Context: an optimization exercise on an open-source flow, tuned for small area, a short achievable clock period and few clock cycles. The choices shown serve that exercise and are no tape-out recipe.
RTL that was checked went through simulation tests only; none was proved equivalent to the original.

// draw_subsystem
module draw_subsystem(
    input               clk,
    input               rst_,
    input  [51:0]       line_op,
    input               line_rts,
    output              line_rtr,
    input  [41:0]       circle_op,
    input               circle_rts,
    output              circle_rtr,
    output [16:0]       mem_addr,
    output [3:0]        mem_wben,
    output [31:0]       mem_wdata,
    input  [31:0]       mem_rdata,
    output              idle
    );
==> module read_modify_write_engine, before the edit <==
module read_modify_write_engine (
    input             clk,
    input             rst_,
    input             l_valid,
    input      [15:0] l_grp,
    input      [7:0]  l_mask,
    input      [11:0] l_col,
    output            l_take,
    input             c_valid,
    input      [15:0] c_grp,
    input      [7:0]  c_mask,
    input      [11:0] c_col,
    output            c_take,
    output reg [16:0] mem_addr,
    output reg [3:0]  mem_wben,
    output reg [31:0] mem_wdata,
    input      [31:0] mem_rdata,
    output            busy
);
    reg        vval;         
    reg [2:0]  ph;           
    reg        vrd;          
    reg [7:0]  vmask;
    reg [11:0] vcol;
    reg        free;         
    reg        pick_c;
    wire sel_valid = pick_c ? c_valid : l_valid;
    wire oth_valid = pick_c ? l_valid : c_valid;
    assign c_take = free && pick_c && c_valid;
    assign l_take = free && !pick_c && l_valid;
    wire take   = free && sel_valid;
    wire [7:0]  smask = pick_c ? c_mask : l_mask;
    wire [11:0] scol  = pick_c ? c_col  : l_col;
    wire [15:0] sg    = pick_c ? c_grp : l_grp;
    wire [8:0]  sy    = sg[15:7];
    wire [6:0]  sxg   = sg[6:0];
    wire [16:0] sB    = {sy, 8'b0} - {4'b0, sy, 4'b0} + {9'b0, sxg, 1'b0} + {10'b0, sxg};
    wire        spart = (smask[0] ^ smask[1]) | (smask[2] ^ smask[3])
                      | (smask[4] ^ smask[5]) | (smask[6] ^ smask[7]);
    wire [3:0] wnib = (ph == 3'd2) ? vcol[11:8] : (ph == 3'd3) ? vcol[7:4] : vcol[3:0];
    function [3:0] bytes_of;
        input [7:0] m;
        bytes_of = {m[7] | m[6], m[5] | m[4], m[3] | m[2], m[1] | m[0]};
    endfunction
    function [31:0] merge;
        input [31:0] old;
        input [7:0]  m;
        input [3:0]  n;
        integer i;
        begin
            for (i = 0; i < 8; i = i + 1)
                merge[4*i +: 4] = m[i] ? n : old[4*i +: 4];
        end
    endfunction
    assign busy = vval;
    always @(posedge clk or negedge rst_) begin
        if (!rst_) begin
            vval     <= 1'b0;
            free     <= 1'b1;
            ph       <= 3'd0;
            pick_c   <= 1'b0;
            mem_wben <= 4'b0;
        end else begin
            free <= !take && (!vval || ph == 3'd4 || ph == 3'd5);
            if (oth_valid && (take || !sel_valid))
                pick_c <= !pick_c;
            if (take) begin
                vval     <= 1'b1;
                ph       <= spart ? 3'd0 : 3'd3;
                mem_wben <= spart ? 4'b0 : bytes_of(smask);
            end else if (free) begin
                vval     <= 1'b0;
                mem_wben <= 4'b0;
            end else begin
                ph       <= ph + 3'd1;
                mem_wben <= (ph >= 3'd2) ? bytes_of(vmask) : 4'b0;
            end
        end
    end
    always @(posedge clk) begin
        if (take) begin
            vrd   <= spart;
            vmask <= smask;
            vcol  <= scol;
        end
        if (take)
            mem_addr <= sB;
        else
            mem_addr <= (ph == 3'd2) ? mem_addr - 17'd2 : mem_addr + 17'd1;
        mem_wdata <= merge(mem_rdata, take ? smask : vmask, take ? scol[11:8] : wnib);
    end
endmodule
export LEC_CHECK = 0
export CAP_MARGIN = 20
export CORE_MARGIN = 2
export CORE_UTILIZATION = 40
export CTS_CLUSTER_DIAMETER = 100
export CTS_CLUSTER_SIZE = 20
export SLEW_MARGIN = 20
create_clock -name core_clock -period 10.0 [get_ports {clk}]
standard.sh (not shown) runs the stock make flow with config.mk's settings and CLKGATE_MAP_FILE= SYNTH_SCRIPT=/design/flow/synth_recipe.tcl, a recipe that flattens the netlist after the stock synthesis.
==> flow/flow/run.sh <==
#!/bin/bash
# The standard layout (standard.sh) with two repair settings changed:
#  - the port buffers are sky130_fd_sc_hd__buf_1 (buffer_ports picks
#    clkdlybuf4s50_1 by default, a slow delay cell);
set -euo pipefail
sed "s|CLKGATE_MAP_FILE= |CLKGATE_MAP_FILE= SETUP_SLACK_MARGIN=6.8 'BUFFER_PORTS_ARGS=-buffer_cell sky130_fd_sc_hd__buf_1' |" standard.sh > standard_tuned.sh
bash standard_tuned.sh > flow.log 2>&1
Testbench counts at the start, summed over its fixed seeds: cycles 95,163.
Then changed:
--- a/flow/design.v
+++ b/flow/design.v
@@ -310,17 +310,16 @@
     reg        vval;         
     reg [2:0]  ph;           
     reg        vrd;          
     reg [7:0]  vmask;
     reg [11:0] vcol;
+    reg        prio_c;
     reg        free;         
-    reg        pick_c;
-    wire sel_valid = pick_c ? c_valid : l_valid;
-    wire oth_valid = pick_c ? l_valid : c_valid;
-    assign c_take = free && pick_c && c_valid;
-    assign l_take = free && !pick_c && l_valid;
-    wire take   = free && sel_valid;
+    wire pick_c = c_valid && (prio_c || !l_valid);
+    assign c_take = free && pick_c;
+    assign l_take = free && l_valid && !pick_c;
+    wire take   = free && (l_valid || c_valid);
     wire [7:0]  smask = pick_c ? c_mask : l_mask;
     wire [11:0] scol  = pick_c ? c_col  : l_col;
     wire [15:0] sg    = pick_c ? c_grp : l_grp;
     wire [8:0]  sy    = sg[15:7];
     wire [6:0]  sxg   = sg[6:0];
@@ -346,19 +345,18 @@
     always @(posedge clk or negedge rst_) begin
         if (!rst_) begin
             vval     <= 1'b0;
             free     <= 1'b1;
             ph       <= 3'd0;
-            pick_c   <= 1'b0;
+            prio_c   <= 1'b0;
             mem_wben <= 4'b0;
         end else begin
             free <= !take && (!vval || ph == 3'd4 || ph == 3'd5);
-            if (oth_valid && (take || !sel_valid))
-                pick_c <= !pick_c;
             if (take) begin
                 vval     <= 1'b1;
                 ph       <= spart ? 3'd0 : 3'd3;
+                prio_c   <= !pick_c;
                 mem_wben <= spart ? 4'b0 : bytes_of(smask);
             end else if (free) begin
                 vval     <= 1'b0;
                 mem_wben <= 4'b0;
             end else begin
Routed wire length increases by 1.4%.
Core utilization increases by 0.19 points.
Global-route usage increases by 0.31 points.
Die area stays flat.
Worst hold slack gains 0.0093 ns.
Clock skew decreases by 0.011 ns.
Cell count hardly moves.
Non-clock buffer count increases by 5.
Cell area barely changes.
The RTL of the second run of this note was laid out without a check of its function.

re-timing with driven ports:
How much do the figures lean on ideal ports? The routed layouts below were timed once more, with nothing changed but the port constraints. Step 1 (the two cells are an assumption about what drives the block):
set clk [get_ports {clk}]
set_driving_cell -lib_cell sky130_fd_sc_hd__clkbuf_16 $clk
set_driving_cell -lib_cell sky130_fd_sc_hd__buf_2 [delete_from_list [all_inputs] $clk]
Step 2 adds t to the input delays and takes it off the output delays; t is the mean of the earliest and latest rising clock arrival at the registers after step 1. Input paths then give back, and output paths get back, about the clock's delay inside the block. Three values: no drivers, after step 1, after step 2; two values: the first two.
run	shift t [ns]	setup WS [ns]	worst hold slack (ns)	worst data-port slew with drivers (ns)	pins driven straight from the clock port
the first run	0.586	6.823 / 6.772 / 6.415	0.407 / 0.407 / 0.407	0.08	1
the second run	0.580	6.795 / 6.775 / 6.375	0.416 / 0.416 / 0.416	0.08	1
After both steps setup and hold are still met in every run listed. The setup slack of the second run, which loses most, moves by -0.020 ns with the drivers and by -0.420 ns with both steps.
